Source: an optimization exercise on an open RTL-to-GDS flow (aim: small area). Production flows keep margins and buffers that such runs may drop. At most, simulation tests tie the RTL to the original design; equivalence was not proved. Power is estimated from default activity; no workload was simulated.

main:
==> flow/design.v (excerpt) <==
module snake_game(clk, rs, rw, en, dat, rst, up, dwn, lef, rig, led, seg, buz);
    input up, dwn, lef, rig, rst, clk;
    output [7:0] dat;
    output rs, rw, en;
    output [3:0] led;
    output [6:0] seg;
    output buz;
    localparam [6:0] CELL_Z  = 7'b0011111;   
    localparam [6:0] CELL_19 = 7'b0010011;   
    reg [7:0] dat;
    reg rs;
    reg [4:0] next;
    reg [14:0] n;
    reg dl;                 
    reg [14:0] score;
    reg [1:0] dir;
    reg [1:0] ld;           
    reg [6:0] pos;          
    reg clk_food;
    reg game_over;
    reg z;                  
    reg [6:0] cr;           
    reg [1:0] R [0:79];
    reg [6:0] p;
    reg [6:0] S;            
    reg [6:0] A;            
    reg [1:0] dA, dB, dC;   
    reg sa;
    reg [1:0] d0r;
    reg [6:0] cj;           
    reg fnd;
    reg [6:0] ci;           
    reg cif;
    integer k;
    wire [3:0] q;
    wire [6:0] h;
    wire tick;
    wire q15 = (q == 4'd15);
    wire lcd_step = (q == 4'd7);
    wire [6:0] fi;
    wire f0 = z && (score == 15'd0);
    wire food_step;
    CLK_100HZ U3 (clk, rst, q);
    CLK_1HZ U1 (clk, rst, q15, h, tick);
    DISPLAY_7SEG U2 (clk, rst, q15, food_step, score[13:0] == 14'h3fff, seg, led);
    sound U4 (clk, rst, buz);
    RNG U5 (clk, rst, food_step, f0, fi);
    function [6:0] mv;
        input [6:0] c;
        input [1:0] d;
        begin
            mv = c;
            case (d)
                2'd0: mv[4:0] = (c[4:0] == 5'd19) ? 5'd0 : c[4:0] + 5'd1;
  ...
Size: ~1600 cells after synthesis, about 29 I/O pins.
export LEC_CHECK = 0
export CAP_MARGIN = 20
export CORE_MARGIN = 2
export CORE_UTILIZATION = 60
export SLEW_MARGIN = 20
create_clock -name core_clock -period 25.0 [get_ports {clk}]
standard.sh (not shown) runs the stock make flow with config.mk's settings and CLKGATE_MAP_FILE= SYNTH_SCRIPT=/design/flow/synth_recipe.tcl, a recipe that flattens the netlist after the stock synthesis.
==> flow/flow/run.sh <==
#!/bin/bash
# Own flow: the standard synthesis, then the combinational logic between
# the registers re-mapped by ABC for area (flow/remap.tcl; every register keeps
# its instance, cell type and nets), proved equivalent to the standard netlist
# (flow/equiv.tcl), then the standard layout from there, with the smallest
# buffer on the ports and a clock tree without dummy loads.
set -euo pipefail
R="$PWD/orfs/results/$FLOW_PLATFORM/snake_game/base"
YOSYS="$FLOW_HOME/../tools/install/yosys/bin/yosys"
[[ -x "$YOSYS" ]] || YOSYS=yosys
export REMAP_LIB="$FLOW_HOME/platforms/$FLOW_PLATFORM/lib/sky130_fd_sc_hd__tt_025C_1v80.lib"

bash standard.sh synth > synth.log 2>&1
cp "$R/1_2_yosys.v" standard_1_2_yosys.v

# ABC scripts, most aggressive first; the first whose result is proved
# equivalent is used, else the standard netlist stays
SCRIPTS=(
  "strash;dc2;dc2;dch,-f;amap;strash;dc2;dch,-f;amap;mfs3,-a"
  "strash;dc2;dc2;dch,-f;amap;strash;dc2;dch,-f;amap"
  "strash;ifraig;dc2;strash;dch,-f;map,-a"
)
i=0
for s in "${SCRIPTS[@]}"; do
  i=$((i+1))
  if REMAP_SCRIPT="$s" REMAP_NETLIST="$PWD/standard_1_2_yosys.v" REMAP_OUT="$PWD/remap_$i.v" \
       "$YOSYS" -c flow/remap.tcl > remap_$i.log 2>&1 &&
     EQUIV_GOLD="$PWD/standard_1_2_yosys.v" EQUIV_GATE="$PWD/remap_$i.v" \
       timeout 1200 "$YOSYS" -c flow/equiv.tcl > equiv_$i.log 2>&1; then
    cp "remap_$i.v" "$R/1_2_yosys.v"
    echo "using remap script $i: $s" > remap_choice.txt
    break
  fi
done

export BUFFER_PORTS_ARGS="-buffer_cell sky130_fd_sc_hd__buf_1"
# clock tree: clusters of up to 20 registers on clkbuf_8, no dummy loads
export CTS_ARGS="-sink_clustering_enable -repair_clock_nets -sink_clustering_size 20 -sink_clustering_max_diameter 60 -buf_list sky130_fd_sc_hd__clkbuf_8 -root_buf sky130_fd_sc_hd__clkbuf_4 -tree_buf sky130_fd_sc_hd__clkbuf_4 -dont_use_dummy_load"
bash standard.sh > layout.log 2>&1
Other scripts of this flow, unchanged in this note and not shown: flow/flow/equiv.tcl, flow/flow/remap.tcl
Changes in the feature branch relative to main:
--- a/flow/design.v
+++ b/flow/design.v
@@ -18,29 +18,32 @@
     else q <= q + 4'd1;
 endmodule
 module RNG (
     input clock,
     input rst,
     input step,
-    input f0,
+    output f0,
     output [6:0] fi
 );
 reg [6:0] random;
-reg f1r;
+reg f0r, f1r;
 wire feedback = random[6] ^ random[5];
 wire [6:0] r1 = {random[0] ^ random[6], random[6:1]};
 wire [6:0] r2 = {r1[0] ^ r1[6], r1[6:1]};
 wire [6:0] r80 = (r2 >= 7'd80) ? r2 - 7'd80 : r2;
+assign f0 = f0r;
 assign fi = f1r ? 7'd40 : r80;
 always @(posedge clock) begin
     if (!rst) begin
         random <= 7'b1010101;
+        f0r <= 1'b1;
         f1r <= 1'b0;
     end else if (step) begin
         random <= {random[5:0], feedback};
-        f1r <= f0;
+        f0r <= 1'b0;
+        f1r <= f0r;
     end
 end
 endmodule
 module DISPLAY_7SEG (
     input clk,
     input rst,
@@ -229,14 +232,14 @@
     integer k;
     wire [3:0] q;
     wire [6:0] h;
     wire tick;
     wire q15 = (q == 4'd15);
     wire lcd_step = (q == 4'd7);
+    wire f0;
     wire [6:0] fi;
-    wire f0 = z && (score == 15'd0);
     wire food_step;
     CLK_100HZ U3 (clk, rst, q);
     CLK_1HZ U1 (clk, rst, q15, h, tick);
     DISPLAY_7SEG U2 (clk, rst, q15, food_step, score[13:0] == 14'h3fff, seg, led);
     sound U4 (clk, rst, buz);
     RNG U5 (clk, rst, food_step, f0, fi);
@@ -268,13 +271,13 @@
         end
     endfunction
     wire [1:0] frow = (fi >= 7'd60) ? 2'd3 : (fi >= 7'd40) ? 2'd2 : (fi >= 7'd20) ? 2'd1 : 2'd0;
     wire [6:0] fcol = fi - {frow, 4'b0} - {frow, 2'b0};
     wire [6:0] food = {frow, fcol[4:0]};
     wire [6:0] x = mv(pos, ld);    
-    wire eq = f0 || (!z && food == pos);
+    wire eq = f0 ? z : (!z && food == pos);
     wire shi = |score[14:7];
     wire live = !game_over && (shi || score[6:2] != 5'd0);
     wire forb = live && (fi != 7'd0) && (fi <= 7'd78) && (shi || fi < score[6:0]);
     wire food_toggle = eq | forb;
     assign food_step = food_toggle && !clk_food;
     wire hit = live && cif && (shi || ci < score[6:0]);
@@ -304,14 +307,13 @@
     always @(posedge clk) begin
         R[0] <= tv;
         for (k = 1; k < 80; k = k + 1)
             R[k] <= R[k-1];
     end
     always @(posedge clk) begin
-        if (!rst) p <= 7'd0;
-        else if (tick) p <= (p == 7'd78) ? 7'd0 : (p == 7'd79) ? 7'd1 : p + 7'd2;
+        if (tick) p <= (p == 7'd78) ? 7'd0 : (p == 7'd79) ? 7'd1 : p + 7'd2;
         else p <= (p == 7'd79) ? 7'd0 : p + 7'd1;
     end
     wire [6:0] sb = (p == 7'd0) ? pos : S;
     wire [6:0] sn = mv(sb, tv ^ 2'd1);
     always @(posedge clk) S <= (tick && p == 7'd79) ? pos : sn;
     wire sreal = (p <= cr) && !z;
--- outcome ---
In the feature branch the largest fanout on the critical path turned out 3 higher than in main. | sequential cell area share | higher: the feature branch |. In the reports for main and the feature branch, the smaller multi-input gate area in the final layout belongs to the feature branch. Going from main to the feature branch, total internal power shows a reduction of 12%, flip-flop and latch count shows no meaningful change, finished layout cell area shows no meaningful change, sum of internal, switching and leakage power shows a reduction of 19%. Final cycle utilization of the critical path | the feature branch above main. Between main and the feature branch, the area of the die figures differ only marginally. When the final numbers for main and the feature branch were put side by side, the pre-CTS worst setup slack turned out to be greater in the feature branch. The feature branch against main; count of multi-input gates is down by a few percent. | clock buffer and inverter area fraction after layout | the feature branch vs main | ≈ equal |.

* * *

Setup of run a:
Another version of the RTL of snake_game (not shown whole).
Size in the first run: about 17,000 µm² of cells after synthesis.
Design snake_game, start of the top module:
module snake_game(clk, rs, rw, en, dat, rst, up, dwn, lef, rig, led, seg, buz);
clock: 25.0 ns
lec_check: 0
cap_margin: 20
core_margin: 2
core_utilization: 40
cts_buf_list: sky130_fd_sc_hd__clkbuf_8
cts_cluster_diameter: 50
cts_cluster_size: 20
slew_margin: 20
run.sh (not shown) runs the stock make flow with config.mk's settings and CLKGATE_MAP_FILE= SYNTH_SCRIPT=/design/flow/synth_recipe.tcl, a recipe that flattens the netlist after the stock synthesis.
Stock flow here: none of the scripts above is used.
### run a -> run b
--- a/flow/design.v
+++ b/flow/design.v
@@ -216,18 +216,17 @@
     reg [6:0] pos;          
     reg clk_food;
     reg game_over;
     reg z;                  
     reg [6:0] cr;           
     reg [1:0] R [0:79];
     reg [6:0] p;
     reg [6:0] S;            
-    reg [6:0] A;            
-    reg [1:0] dA, dB, dC;   
+    reg [6:0] P, A, B;      
     reg sa;
     reg [1:0] d0r;
     reg [6:0] cj;           
     reg fnd;
     reg [6:0] ci;           
     reg cif;
     integer k;
     wire [3:0] q;
@@ -344,31 +343,28 @@
                 cj <= p;
             end
         end
     end
     wire st7 = (next == 5'd7);
     wire [15:0] cs = {1'b0, n} + {1'b0, ~score} + {15'd0, !(st7 && dl)};
     wire lt = !cs[15];
     wire lcd_read = lcd_step && (next == 5'd6) && lt;
-    wire [6:0] base = n[6:0] + (st7 ? 7'd1 : 7'd0) + (lcd_read ? 7'd1 : 7'd0) + (tick ? 7'h7f : 7'd0);
-    wire [6:0] pd = p - base;
+    wire [6:0] b = n[6:0] + (st7 ? 7'd0 : 7'h7f) + (lcd_read ? 7'd1 : 7'd0) + (tick ? 7'h7f : 7'd0);
+    wire [6:0] pd = p - b;
     wire n0 = (n == 15'd0) && !st7;
-    wire [6:0] am = mv(A, lcd_read ? (dB ^ 2'd1) : dA);
     always @(posedge clk) begin
-        if (pd == 7'd0) A <= sn;
-        else if (tick) A <= n0 ? pos : am;
-        else if (lcd_read) A <= am;
-        if (pd == 7'd0) dA <= tv;
-        else if (lcd_read) dA <= dB;
-        if (pd == 7'd1) dB <= tv;
-        else if (lcd_read) dB <= dC;
-        else if (tick) dB <= dA;
-        if (pd == 7'd2) dC <= tv;
-        else if (tick) dC <= dB;
+        if (pd == 7'd0) P <= sn;
+        else if (n0 && !lcd_read) P <= pos;
+        else if (lcd_read) P <= A;
+        if (pd == 7'd1) A <= sn;
+        else if (lcd_read) A <= B;
+        else if (tick) A <= P;
+        if (pd == 7'd2) B <= sn;
+        else if (tick) B <= A;
     end
     wire [6:0] cv = (next == 5'd4) ? food : (next == 5'd5) ? pos : A;
     wire [7:0] body = (n[14:7] != 8'd0 || n[6:0] >= 7'd80) ? 8'hff :
                       (n[6:0] < cr) ? conv(cv) :
                       (n[6:0] == cr && !z) ? 8'h00 : 8'hff;
     always @(posedge clk) begin
     if (!rst) begin
         rs <= 0;
--- outcome ---
Between run a and run b, maximum frequency is lower for run b, run a comes in above that. Final total power in run b vs run a: down 3.0%. What run a reported for count of non-CTS buffers in the layout has to be multiplied by 0.854 to get the figure for run b. Summary — final critical path time including I/O delays and setup, run b relative to run a: higher, by 1270 ps. On multi-input combinational area share: between run a and run b, it ends up higher for run a. Run b ended up with a lower count of non-filler cells in the finished layout than run a did.
The RTL of run b was laid out without a check of its function.

[afterwards: timing with drivers on the ports]
The results above use ideal ports. As a check the final layouts listed here were re-extracted and re-timed, cells and wires unchanged.
Step 1 assumes that a clkbuf_16 drives the clock port and a buf_2 every other input.
Step 2 also shifts input and output timing later by t, the mid clock arrival at the registers, as if the neighbouring blocks saw the same clock.
a / b / c = no drivers / after step 1 / after step 2; a / b = the first two.
run	shift t [ns]	setup WS [ns]	clock arrival spread, ns
main	0.763	17.191 / 17.191 / 16.816	0.073 / 0.072
the feature branch	0.750	16.304 / 16.304 / 16.304	0.125 / 0.125
run a	0.649	17.721 / 17.721 / 17.410	0.029 / 0.029
run b	0.651	16.449 / 16.449 / 16.449	0.046 / 0.046
After both steps setup and hold are still met in every run listed. The setup slack of main, which loses most, moves by 0.000 ns with the drivers and by -0.375 ns with both steps.
